Source: an optimization exercise on an open RTL-to-GDS flow (aim: small area and a short achievable clock period). Production flows keep margins and buffers that such runs may drop. Only simulation tests tie the RTL to the original design; equivalence was not proved.

==> design/flow/run.sh <==
#!/bin/bash
# synth_recipe.tcl (not shown) runs the flow's synth.tcl, then flattens the netlist and writes it again
# the make line also repeats each setting of config.mk as NAME=value (left out here)
make -C /OpenROAD-flow-scripts/flow DESIGN_CONFIG=/design/flow/config.mk WORK_HOME=/design/flow/orfs CLKGATE_MAP_FILE= SYNTH_SCRIPT=/design/flow/synth_recipe.tcl finish
==> design/flow/config.mk <==
export PLATFORM = sky130hd
export DESIGN_NAME = softermax
export DESIGN_NICKNAME = softermax
export VERILOG_FILES = /design/flow/design.v
export SDC_FILE = /design/flow/constraint.sdc
export NUM_CORES = 4
export LEC_CHECK = 0
export CAP_MARGIN = 20
export CORE_MARGIN = 2
export CORE_UTILIZATION = 40
export SLEW_MARGIN = 20
==> design/flow/constraint.sdc <==
create_clock -name core_clock -period 17.5 [get_ports {clk}]
set_input_delay 3.5000 -clock core_clock [delete_from_list [all_inputs] [get_ports {clk}]]
set_output_delay 3.5000 -clock core_clock [all_outputs]
set_load 0.01 [all_outputs]
==> design/flow/design.v <==
module pow2_LUT(
    input logic [1:0] selector, 
    output logic [31:0] out
);
always_comb 
begin
    case(selector)
        2'b00: out = 32'b1_0000000000000000000000000000000;
        2'b01: out = 32'b0_1101011101000100111111001100101;
        2'b10: out = 32'b0_1011010100000100111100110011001;
        2'b11: out = 32'b0_1001100000110111111100000101000;
        default: out = 'b0;
    endcase
end
endmodule
module LPW_pow2 #(
    parameter POW_FW = 15, 
    parameter POW_BW = 16,
    parameter BW = 8, 
    parameter FW = 2
)(
    input [BW-1:0] vec_in,
    output [POW_BW-1:0] vec_out
);
wire [BW-1:FW] int_part;
wire [FW-1:0] frac_part;
wire [BW-1:FW] shift_int;
wire [31:0] LUT_out;
wire [31:0] LUT_inter;
wire [BW-1:0] comp_in;
assign comp_in = ~vec_in + 1;
assign int_part = comp_in[BW-1:FW];
assign frac_part = comp_in[FW-1:0];
pow2_LUT LUT(
    .selector(frac_part),
    .out(LUT_out)
);
assign LUT_inter = LUT_out >> int_part;
assign vec_out = LUT_inter[31:16];
endmodule
module pow2 #(
    parameter BW = 8,
    parameter VEC_SIZE = 5,
    parameter FW = 2,
    parameter POW_BW = 16,
    parameter POW_FW = 15
)(
    input [VEC_SIZE-1:0][BW-1:0] vec_in,
    input [BW-1:0] max_in,
    output [VEC_SIZE-1:0][POW_BW-1:0] pow_out
);
wire [VEC_SIZE-1:0][BW-1:0] normed_in;
genvar i;
generate
    for(i = 0; i < VEC_SIZE; i++)
    begin : c
        assign normed_in[i] = vec_in[i] - max_in;
    end
endgenerate
generate
    for (i = 0; i < VEC_SIZE; i++)
    begin : pow_gen
        LPW_pow2 #(.BW(BW), .FW(FW), .POW_BW(POW_BW), .POW_FW(POW_FW)) power_linear (
            .vec_in(normed_in[i]),
            .vec_out(pow_out[i])
        );
    end
endgenerate
endmodule
module int_max #(
    parameter BW = 8,
    parameter FW = 2,
    parameter VEC_SIZE = 5
    )(
    input wire [VEC_SIZE-1:0][BW-1:0] int_max_in,
    output wire [BW-1:0] max_out
);
wire [2*VEC_SIZE-1:1][BW-1:0] int_max_tree;
function [BW-1:0] ciel;
    input [BW-1:0] in_val;
    begin
        if(in_val[FW-1:0] != 0)
        begin
            ciel = {in_val[BW-1:FW], 2'b00} + {{BW-3{1'b0}},3'b100};
        end
        else
        begin
            ciel = {in_val[BW-1:FW], 2'b00};
        end
    end
endfunction
genvar i;
generate
    for(i = 0; i < VEC_SIZE; i = i + 1)
    begin : base
        assign int_max_tree[i + VEC_SIZE] = ciel(int_max_in[i]);
    end
    for(i = VEC_SIZE-1; i > 0; i = i - 1)
    begin : rest
        assign int_max_tree[i] = ($signed(int_max_tree[i*2]) < $signed(int_max_tree[i*2 + 1]))? int_max_tree[i*2+1] : int_max_tree[i*2];
    end
endgenerate
assign max_out = int_max_tree[1];
endmodule
module reduction #(
    parameter BW = 16,
    parameter FW = 15,
    parameter OUT_BW = 16,
    parameter OUT_FW = 6,
    parameter VEC_SIZE = 5
)(
    input wire [VEC_SIZE-1:0][BW-1:0] vec_in,
    output wire [OUT_BW-1:0] vec_out
);
    wire [2*VEC_SIZE-1:1][31:0] tree;
    genvar i;
    generate
        for(i = 0; i < VEC_SIZE; i++)
        begin : a
            assign tree[i + VEC_SIZE] = {{(32-BW){1'b0}}, vec_in[i]};
        end
        for(i = VEC_SIZE-1; i > 0; i--)
        begin : b
            assign tree[i] = tree[2*i] + tree[2*i+1];
        end
    endgenerate
    assign vec_out = tree[1][24:9];
endmodule
module unnormed_softmax #(
    parameter BW = 8,
    parameter FW = 2,
    parameter POW_BW = 16,
    parameter POW_FW = 15,
    parameter ACCUM_BW = 16,
    parameter ACCUM_FW = 6,
    parameter VEC_SIZE = 4
)(
    input [VEC_SIZE-1:0][BW-1:0] vec_in,
    output [VEC_SIZE-1:0][POW_BW-1:0] vec_out,
    output [BW-1:0] max_out,
    output [ACCUM_BW-1:0] sum_out
);
    wire [BW-1:0] max_val;
    int_max #(.BW(BW), .FW(FW), .VEC_SIZE(VEC_SIZE)) max_instance(
        .int_max_in(vec_in),
        .max_out(max_val)
    );
    wire [VEC_SIZE-1:0][POW_BW-1:0] pow_vals;
    pow2 #( .BW(BW), .VEC_SIZE(VEC_SIZE), .FW(FW), .POW_BW(POW_BW), .POW_FW(POW_FW)) pow_2_unit(
        .vec_in(vec_in),
        .max_in(max_val),
        .pow_out(pow_vals)
    );
    wire [ACCUM_BW-1:0] sum;
    reduction #(.BW(POW_BW), .FW(POW_FW), .OUT_BW(ACCUM_BW), .OUT_FW(ACCUM_FW), .VEC_SIZE(VEC_SIZE)) accum_unit(
        .vec_in(pow_vals),
        .vec_out(sum)
    );
    assign vec_out = pow_vals;
    assign sum_out = sum;
    assign max_out = max_val;
endmodule
module reciep_MLUT (
    input logic [3:0] selector,
    output logic [15:0] value
);
always_comb 
begin  
    case(selector)
        'd0: value = 16'b1000000001000001;
        'd1: value = 16'b1111111111100000;
        'd2: value = 16'b1111111111110110;
        'd3: value = 16'b1111111111111011;
        'd4: value = 16'b1111111111111101;
        'd5: value = 16'b1111111111111110;
        'd6: value = 16'b1111111111111111;
        'd7: value = 16'b1111111111111111;
        'd8: value = 16'b0;
        'd9: value = 16'b0; 
        default:
        value = 'b0;
    endcase
end
endmodule
module reciep_CLUT (
    input logic [3:0] selector,
    output logic [31:0] value
);
always_comb 
begin  
    case(selector)
        'd0: value = 32'b00000000000111111111111111000000;
        'd1: value = 32'b00000000000000000001100000000000;
        'd2: value = 32'b00000000000000000000110101010101;
        'd3: value = 32'b00000000000000000000100101010101;
        'd4: value = 32'b00000000000000000000011100110011;
        'd5: value = 32'b00000000000000000000010111011101;
        'd6: value = 32'b00000000000000000000010001001001;
        'd7: value = 32'b00000000000000000000110101010101;
        'd8: value = 32'b00000000000000000000001111000111;
        'd9: value = 32'b00000000000000000000001101100000;
        default:
        value = 'b0;
    endcase
end
endmodule
module norm #(
    parameter BW = 8,
    parameter ACCUM_BW = 16,
    parameter ACCUM_FW = 6,
    parameter VEC_SIZE = 10
)(
    input [VEC_SIZE-1:0][ACCUM_BW-1:0] vec_in,
    input [ACCUM_BW-1:0] denom_in,
    input [BW-1:0] max,
    output [VEC_SIZE-1:0][31:0] vec_out
);
logic [3:0] sel_wire;
assign sel_wire = denom_in[ACCUM_FW+3:ACCUM_FW];
wire [15:0] m_val;
wire [31:0] c_val;
wire [31:0] reciep_val_mult;
wire [31:0] reciep_val;
reciep_MLUT MLUT(
    .selector(sel_wire),
    .value(m_val)
);
reciep_CLUT CLUT(
    .selector(sel_wire),
    .value(c_val)
);
assign reciep_val_mult = m_val *  denom_in;
assign reciep_val = reciep_val_mult + c_val;
wire [VEC_SIZE-1:0][31:0] div_out;
genvar i;
generate
    for(i = 0; i < VEC_SIZE; i++) 
    begin : a
        assign div_out[i] = vec_in[i] * reciep_val;
    end
endgenerate
generate
    for(i = 0; i < VEC_SIZE; i++) 
    begin : p
        assign vec_out[i] = div_out[i];
    end
endgenerate
endmodule
module softermax #(
    parameter BW = 8,
    parameter FW = 2,
    parameter POW_BW = 16,
    parameter POW_FW = 6,
    parameter ACCUM_BW = 16,
    parameter ACCUM_FW = 6,
    parameter VEC_SIZE = 10
)(
    input clk,
    input  [VEC_SIZE*BW-1:0] unnormed_in,
    output [VEC_SIZE*32-1:0] final_softmax
);
    logic [ACCUM_BW-1:0] sum_out;
    logic [VEC_SIZE-1:0][POW_BW-1:0] pow_out;
    logic [BW-1:0] max_out;
    logic [ACCUM_BW-1:0] sum_out_q;
    logic [VEC_SIZE-1:0][POW_BW-1:0] pow_out_q;
    logic [BW-1:0] max_out_q;
    logic [VEC_SIZE-1:0][31:0] soft_out;
    logic [VEC_SIZE-1:0][31:0] soft_out_q;
    logic [VEC_SIZE-1:0][BW-1:0] unnormed_in_q;
    always_ff @(posedge clk)
    begin
        unnormed_in_q <= unnormed_in;
        sum_out_q <= sum_out;
        pow_out_q <= pow_out;
        max_out_q <= max_out;
        soft_out_q <= soft_out;
    end
    unnormed_softmax #(.VEC_SIZE(VEC_SIZE), .BW(BW), .FW(FW), .POW_BW(POW_BW), .POW_FW(POW_FW), .ACCUM_BW(ACCUM_BW), .ACCUM_FW(ACCUM_FW)) unnormed_instance(
        .vec_in(unnormed_in_q),
        .vec_out(pow_out),
        .sum_out(sum_out),
        .max_out(max_out)
    );
    norm #(.VEC_SIZE(VEC_SIZE), .BW(BW), .ACCUM_BW(ACCUM_BW), .ACCUM_FW(ACCUM_FW)) norm_unit(
        .vec_in(pow_out_q),
        .denom_in(sum_out_q),
        .max(max_out_q),
        .vec_out(soft_out)
    );
    assign final_softmax = soft_out_q;
endmodule
==> metrics.yaml <==
outcome:
  outcome: "finished clean"
critical_path:
  startpoint_type: "register"
  r2r_start: "unnormed_in_q[49]$_DFF_P_"
  worstPathArrival_ps: 17570
  path_max_fanout: 8
  crit_slowest_cell: "fa_1"
  path_class: "reg2reg"
  crit_required_ps: 18220
  path_buf_inv: 19
  endpoint_kind: "register"
  crit_start: "unnormed_in_q[49]$_DFF_P_"
  slowest_delay_ps: 560
  critPathMostFrequentCell: "inv_1"
  cp_top_family: "adder cells"
route:
  drt_pre_antenna_iters: 6
  routedWlPerCell_um: 20.1
  routed_wirelength_mm: 431
  ant_nets: 0
  viasPerCell: 5.07
  vias: 109000
  drc_errors: 0
  drtIter0Drc: 6736
yosys:
  netlist_instances: 16400
  synth_top_family_by_area: "adder cells"
  yosysWarnings: 5
  synth_ff_type: "dfxtp_1"
  synthSimpleGateAreaFrac: 0.167
  synth-async-reset-ratio: 0
  netlist_area_um2: 145000
  seq_area_frac_synth: 0.0816
  synth-seq-cells: 592
  yosysTopAreaCell: "fa_1"
  syn_avg_cell_area_um2: 8.87
  synth_fp_nets: 20700
  synth_mux_area_frac: 0.0109
  synth_top_cell_area_share: 0.448
  synth_xor_area_frac: 0.0448
  synth_edf_count: 0
  synth_cell_types: 98
  yosys.area_share.adder: 0.534
  synth-compound-area-share: 0.0480
  yosys-top-cells-area: "fa_1 (45%), inv_1 (9.1%), ha_1 (8.6%)"
hold_path:
  hp-start: "pow_out_q[128]$_DFF_P_"
  hp-class: "reg2reg"
floorplanning:
  die_w_um: 607
  coreArea_um2: 362000
  placementRows: 221
  io_pins: 401
  initial_core_util: 0.401
  die_height_um: 607
  die-area_um2: 368000
place:
  dpl_worst_slack_ps: -581
  numPortBuffers: 400
  dp.cells: 21200
  gp_congestion: 0.916
  place_hpwl_mm: 326
  place_area_um2: 157000
layout:
  nets: 20900
  final_area_um2: 161000
  instances_no_fill: 21400
  syn2layout_area_growth_pct: 11.0
  layout_common_cells: "inv_1 (3502), fa_1 (3247), nand2_1 (2940)"
  final_common_cell: "inv_1"
  drive_gt1_frac: 0.0638
clock_network:
  cts_hold_buf: 0
  cts_sinks: 592
  insertion_delay_ps: 880
  cts_tree: "yes"
  numCtsBuffers: 86
  cts_root_buffer: "clkbuf_16"
  cts.path.max_buffers: 4
  htreeDepth: 3
  clk_pin_slew_ps: 60
timing:
  finalCritPeriodShare: 0.963
  rsz0062_at_grt: "yes"
  finalSetupViolCount: 0
  worstMarginPinSlew_ps: 1210
  fin_ws_ps: 643
  finalCriticalPeriod_ps: 16860
  hold_viol_final: 0
  clock-skew-final_ps: 92.6
  slew_violations: 0
  timing.fmax_mhz: 59.3
  slew_headroom: 0.185
global_routing:
  grt_pass1_vias: 116000
  gr-total-overflow: 0
  grt_antenna_before_repair: 42
  grt_usage: 0.241
  grt_pass1_wl_mm: 684
  grt_max_degree: 116
job:
  max_cap_violations: 0
## what timing repair did
item | 4_1_cts | 5_1_grt
gates resized for setup | 38 | 188
endpoints found under the setup margin | 21 | 29
setup buffers | 9 | 38
hold endpoints to repair | 0 | 0
pin swaps | 14 | 82
## state kept, by name, indices dropped and copies added (netlist names)
| register | cells |
|---|---|
| norm_unit.m_val | 7 |
| soft_out_q | 320 |
| norm_unit.c_val | 14 |
| unnormed_in_q | 80 |
| pow_out_q | 160 |
| sum_out_q | 11 |
## layer usage
layer / wire length [µm] / share of wire / track usage / up-vias
met5: 55 / 0.00013 / 0 / -
met1: 187000 / 0.43 / 0.332 / 56400
li1: - / - / - / 48500
met2: 202000 / 0.47 / 0.397 / 3260
met4: 16100 / 0.037 / 0.0819 / 8
met3: 25800 / 0.060 / 0.0256 / 597
## logic make-up (layout without fill, tap and decap cells)
kind of cell | count (synthesis) | after routing
AO/OA/AOI/OAI | 1081 | 1081
XOR/XNOR | 689 | 689
adder cells (fa/ha/maj) | 4250 | 4250
buffers and inverters | 4405 | 4652
flip-flops | 592 | 592
multiplexers | 141 | 141
other | 0 | 21
AND/OR/NAND/NOR | 5222 | 5222
## worst paths after layout
check | endpoint | slack (ps) | cells after the start
worst max register to register | norm_unit.c_val[8]$_DFF_P_ | 640 | 92
worst max-delay path | norm_unit.c_val[8]$_DFF_P_ | 640 | 92
worst min register to register | soft_out_q[256]$_DFF_P_ | 790 | 1
worst min-delay path | soft_out_q[256]$_DFF_P_ | 790 | 1
## synth_stat cells, drive strengths merged (143+ instances only)
| cell type | n |
|---|---|
| inv | 3515 |
| fa | 3253 |
| nand2 | 2945 |
| and2 | 1181 |
| ha | 997 |
| clkbuf | 835 |
| dfxtp | 592 |
| xnor2 | 507 |
| a21oi | 376 |
| nor2 | 352 |
| o21ai | 185 |
| xor2 | 149 |
| nor2b | 144 |
| nand2b | 143 |
## cell type report
| type | instances | area [µm²] |
|---|---|---|
| fillers | 35500 | 201000 |
| multi-input cells | 11400 | 118000 |
| inverters | 3515 | 13200 |
| flip-flops and latches | 592 | 11900 |
| repair buffers | 986 | 8760 |
| well taps | 4794 | 6000 |
| clock buffers | 107 | 2400 |
| clock inverters | 44 | 687 |
| diodes | 21 | 52.6 |
## per-stage QoR
| stage | hold WS, ps | utilization | setup TNS, ps |
|---|---|---|---|
| after floorplan | 571 | - | 0 |
| after global placement | 777 | 0.433 | -3660 |
| after detailed placement | 778 | 0.433 | -6550 |
| after CTS | 803 | 0.442 | 0 |
| after global routing | 804 | 0.445 | -1080 |
| final | 789 | 0.445 | 0 |
## worst register-to-register path, delay by kind of cell (launching register included)
| kind | cells | cell delay, ps |
|---|---|---|
| mux | 5 | 1420 |
| flops | 1 | 310 |
| fa+ha+maj | 16 | 5300 |
| buf+inv | 19 | 1860 |
| xor+xnor | 3 | 560 |
| simple gates | 17 | 2330 |
| compound gates | 32 | 4950 |

## what the ideal ports hide
In the flow no input, the clock included, has a driving cell. The finished layout below was timed again as built, in two steps. Step 1 sets driving cells, clkbuf_16 on the clock port and buf_2 on the other inputs (assumed; they add their load-dependent delay and slew). Step 2 times the ports against the registers' clock, not the clock port: input delays grow and output delays shrink by t, the midpoint of the rising clock arrivals with the driver on. a / b / c = ideal ports / drivers / drivers and shift; a / b = the first two.
shift t [ns]: 0.942
setup slack, ns: 0.643 / 0.643 / 0.643
worst setup path at the end: register to register
cell pins on the clock port's net: 1
After both steps this run still meets setup and hold. The setup slack of this run moves by 0.000 ns with the drivers and by 0.000 ns with both steps.
